Source: an optimization exercise on an open RTL-to-GDS flow (aim: small area and a short achievable clock period). Production flows keep margins and buffers that such runs may drop.
In this exercise RTL edits were held to simulation tests only and were not proved equivalent to the original.
No activity file was given, so power comes from the tool's default toggle rates.

## yarrow
## mult_unit
module mult_unit (
    input  logic        clock,
    input  logic        reset,
    input  logic        start,
    input  logic [31:0] rs1,
    input  logic [31:0] rs2,
    input  logic [2:0]  func,
    input  logic [5:0]  dest_tag_in,
    input  logic        cdb_taken,
    input  logic        branch_mispredict,
    output logic [5:0]  dest_tag_out,
    output logic [31:0] result,
    output logic        done,
    output logic        full
);
export LEC_CHECK = 0
export ABC_AREA = 1
export CAP_MARGIN = 20
export CORE_MARGIN = 2
export CORE_UTILIZATION = 40
export CTS_BUF_LIST = sky130_fd_sc_hd__clkbuf_4 sky130_fd_sc_hd__clkbuf_8
export PLACE_DENSITY = 0.6
export SLEW_MARGIN = 20
export TNS_END_PERCENT = 0
create_clock -name core_clock -period 9.5 [get_ports {clock}]
standard.sh (not shown) runs the stock make flow with config.mk's settings and CLKGATE_MAP_FILE= SYNTH_SCRIPT=/design/flow/synth_recipe.tcl, a recipe that flattens the netlist after the stock synthesis.
==> flow/flow/run.sh <==
#!/bin/bash
# The standard layout, with two changes:
#  - the port buffers are sky130_fd_sc_hd__buf_2 cells (every input and
#    output port still gets its own buffer);
#  - timing repair aims at 5 ns of setup slack from clock tree synthesis on,
#    but not during floorplanning (no sizing before placement).
set -euo pipefail
export BUFFER_PORTS_ARGS="-buffer_cell sky130_fd_sc_hd__buf_2"
SETUP_SLACK_MARGIN=0 bash standard.sh floorplan > standard_floorplan.log 2>&1
SETUP_SLACK_MARGIN=5 bash standard.sh > standard_finish.log 2>&1
yarrow finished all stages; the layout is clean.
## Diff of input files: quartz against yarrow
- SETUP_SLACK_MARGIN now 5, previously not set
==> flow/flow/run.sh <==
#!/bin/bash
# The standard layout, with the port buffers made of sky130_fd_sc_hd__buf_2
# cells (every input and output port still gets its own buffer).
set -euo pipefail
export BUFFER_PORTS_ARGS="-buffer_cell sky130_fd_sc_hd__buf_2"
bash standard.sh > standard.log 2>&1
[summary]
- Compared with yarrow, quartz shows a lower power share of the combinational group.
- As far as switching share of power is concerned, quartz and yarrow perform about the same.
- Against yarrow, quartz reports a clock skew that is higher.
- quartz vs yarrow — total power climbed slightly
- Looking at maximum frequency, quartz sits below yarrow.
Inputs modified between quartz and raven:
- PLACE_DENSITY: 0.6 -> 0.65
Findings:
- quartz leaves more setup margin than raven.
- Going from quartz to raven, clock skew grows by 16 ps.
- [compare] base=quartz new=raven: multi-input gate share of total cell area climbed 0.49 points, minimum clock period after layout climbed 270 ps, amount of wire on met2 after detailed routing climbed about 1.6%, wire length after detailed routing dropped 2000 µm.
- Compare raven and quartz | maximum clock frequency higher: quartz
- Of raven and quartz, the higher count of cell instances traversed by the critical path belongs to raven.
- First-iteration DRC count on raven is behind quartz.
- The share of power burned in the clock network of raven falls short of that of quartz by 0.8 points.
- Going from quartz to raven, design area shrank slightly.
Inputs modified between raven and nickel:
- SLEW_MARGIN now 60, was 20
- PLACE_DENSITY now 0.6, was 0.65
==> flow/run.sh (new file) <==
#!/bin/bash
# synth_recipe.tcl (not shown) runs the flow's synth.tcl, then flattens the netlist and writes it again
# the make line also repeats each setting of config.mk as NAME=value (left out here)
make -C /OpenROAD-flow-scripts/flow DESIGN_CONFIG=/design/flow/config.mk WORK_HOME=/design/flow/orfs CLKGATE_MAP_FILE= SYNTH_SCRIPT=/design/flow/synth_recipe.tcl finish
removed: flow/flow/run.sh
removed: flow/standard.sh
==> results.txt <==
Diff raven -> nickel | sequential share of layout area | decrease of 0.98 points
Global-route track usage on met3 (higher): raven
Compared with raven, nickel shows a setup slack that is 330 ps higher.
Against raven, nickel comes in 1.6 points higher on core utilization.
Compared with raven, nickel ends up with more cell area.
Against raven, cell count after placement in nickel rose slightly.
The final reports for nickel and raven show detailed router's first-iteration violation count lower in the former.
nickel vs raven: detailed-route wire length down slightly


## run 1
Starting RTL as in the previous note.
Settings: LEC_CHECK=0, ABC_AREA=1, CAP_MARGIN=20, CORE_MARGIN=2, CORE_UTILIZATION=40, PLACE_DENSITY=0.6, SETUP_SLACK_MARGIN=5, SLEW_MARGIN=20, TNS_END_PERCENT=0; clock period 9.5 ns.
run.sh (not shown) runs the stock make flow with config.mk's settings and CLKGATE_MAP_FILE= SYNTH_SCRIPT=/design/flow/synth_recipe.tcl, a recipe that flattens the netlist after the stock synthesis.
Stock flow here: none of the scripts above is used.
#### Input delta (run 2 over run 1)
Settings: swapping 40 for 45 in CORE_UTILIZATION; putting CTS_BUF_LIST at sky130_fd_sc_hd__clkbuf_4 sky130_fd_sc_hd__clkbuf_8 where nothing was set.
==> flow/flow/run.sh (new file) <==
#!/bin/bash
# The standard layout, with the port buffers made of sky130_fd_sc_hd__buf_2
# cells (every input and output port still gets its own buffer).
set -euo pipefail
export BUFFER_PORTS_ARGS="-buffer_cell sky130_fd_sc_hd__buf_2"
bash standard.sh > standard.log 2>&1
==> flow/standard.sh (new file) <==
#!/bin/bash
# synth_recipe.tcl (not shown) runs the flow's synth.tcl, then flattens the netlist and writes it again
# the make line also repeats each setting of config.mk as NAME=value (left out here)
make -C /OpenROAD-flow-scripts/flow DESIGN_CONFIG=/design/flow/config.mk WORK_HOME=/design/flow/orfs CLKGATE_MAP_FILE= SYNTH_SCRIPT=/design/flow/synth_recipe.tcl "${@:-finish}"
removed: flow/run.sh
==> results.txt <==
Non-clock buffer count for run 2 is higher than for run 1. Run 2 reports a higher worst setup slack than run 1 does. Of the two values seen for critical path endpoint, u_mult.ub[41]$_DFFE_PN_ was produced by run 2 and u_mult.ub[22]$_DFFE_PN_ by run 1. Run 2 vs run 1: met1 track demand over resource in global routing up.
Edits applied to the flow inputs when going from run 2 to run 3:
Settings: swapping 45 for 50 in CORE_UTILIZATION.
==> flow/run.sh (new file) <==
#!/bin/bash
# synth_recipe.tcl (not shown) runs the flow's synth.tcl, then flattens the netlist and writes it again
# the make line also repeats each setting of config.mk as NAME=value (left out here)
make -C /OpenROAD-flow-scripts/flow DESIGN_CONFIG=/design/flow/config.mk WORK_HOME=/design/flow/orfs CLKGATE_MAP_FILE= SYNTH_SCRIPT=/design/flow/synth_recipe.tcl finish
removed: flow/flow/run.sh
removed: flow/standard.sh
Final worst clock skew sits lower in run 3 than in run 2.
Compared with run 2, run 3 shows detailed-routed wire length on met2 that has gone up by a little under 10%.
Between run 3 and run 2, the proportion of power drawn by the clock network is lower for run 2.
Summary of run 3 over run 2: final cell count lower, wire length of the first global-routing pass higher, post-layout total power roughly the same.
Run 3: share of total power consumed by net switching 0.84 points below run 2
In the tables for run 3 and run 2, post-route fraction of the period consumed by the critical path reads higher with run 3.
Slew at the pin with the worst max-slew slack on run 3 is down relative to run 2.
The final reports for run 3 and run 2 show global-route met1 utilization higher in the former.

## static timing again, ports no longer ideal
In the flow no input, the clock included, has a driving cell. The finished layouts below were timed again as built, in two steps.
Step 1 sets driving cells, clkbuf_16 on the clock port and buf_2 on the other inputs (assumed; they add their load-dependent delay and slew).
Step 2 times the ports against the registers' clock, not the clock port: input delays grow and output delays shrink by t, the midpoint of the rising clock arrivals with the driver on.
a / b / c = no drivers / after step 1 / after step 2; a / b = the first two.
run | shift t [ns] | setup WS [ns] | worst slew at a driven data input, ns
yarrow | 0.726 | 4.925 / 4.925 / 4.925 | 0.07
quartz | 0.731 | 4.912 / 4.912 / 4.912 | 0.05
raven | 0.727 | 4.640 / 4.640 / 4.640 | 0.05
nickel | 0.734 | 4.966 / 4.966 / 4.934 | 0.04
run 1 | 0.647 | 4.833 / 4.833 / 4.819 | 0.05
run 2 | 0.758 | 4.909 / 4.909 / 4.909 | 0.05
run 3 | 0.759 | 4.761 / 4.761 / 4.708 | 0.05
After both steps every run listed still meets setup and hold. For run 3, which loses most, drivers alone change the setup slack by 0.000 ns; drivers and shift together by -0.053 ns.
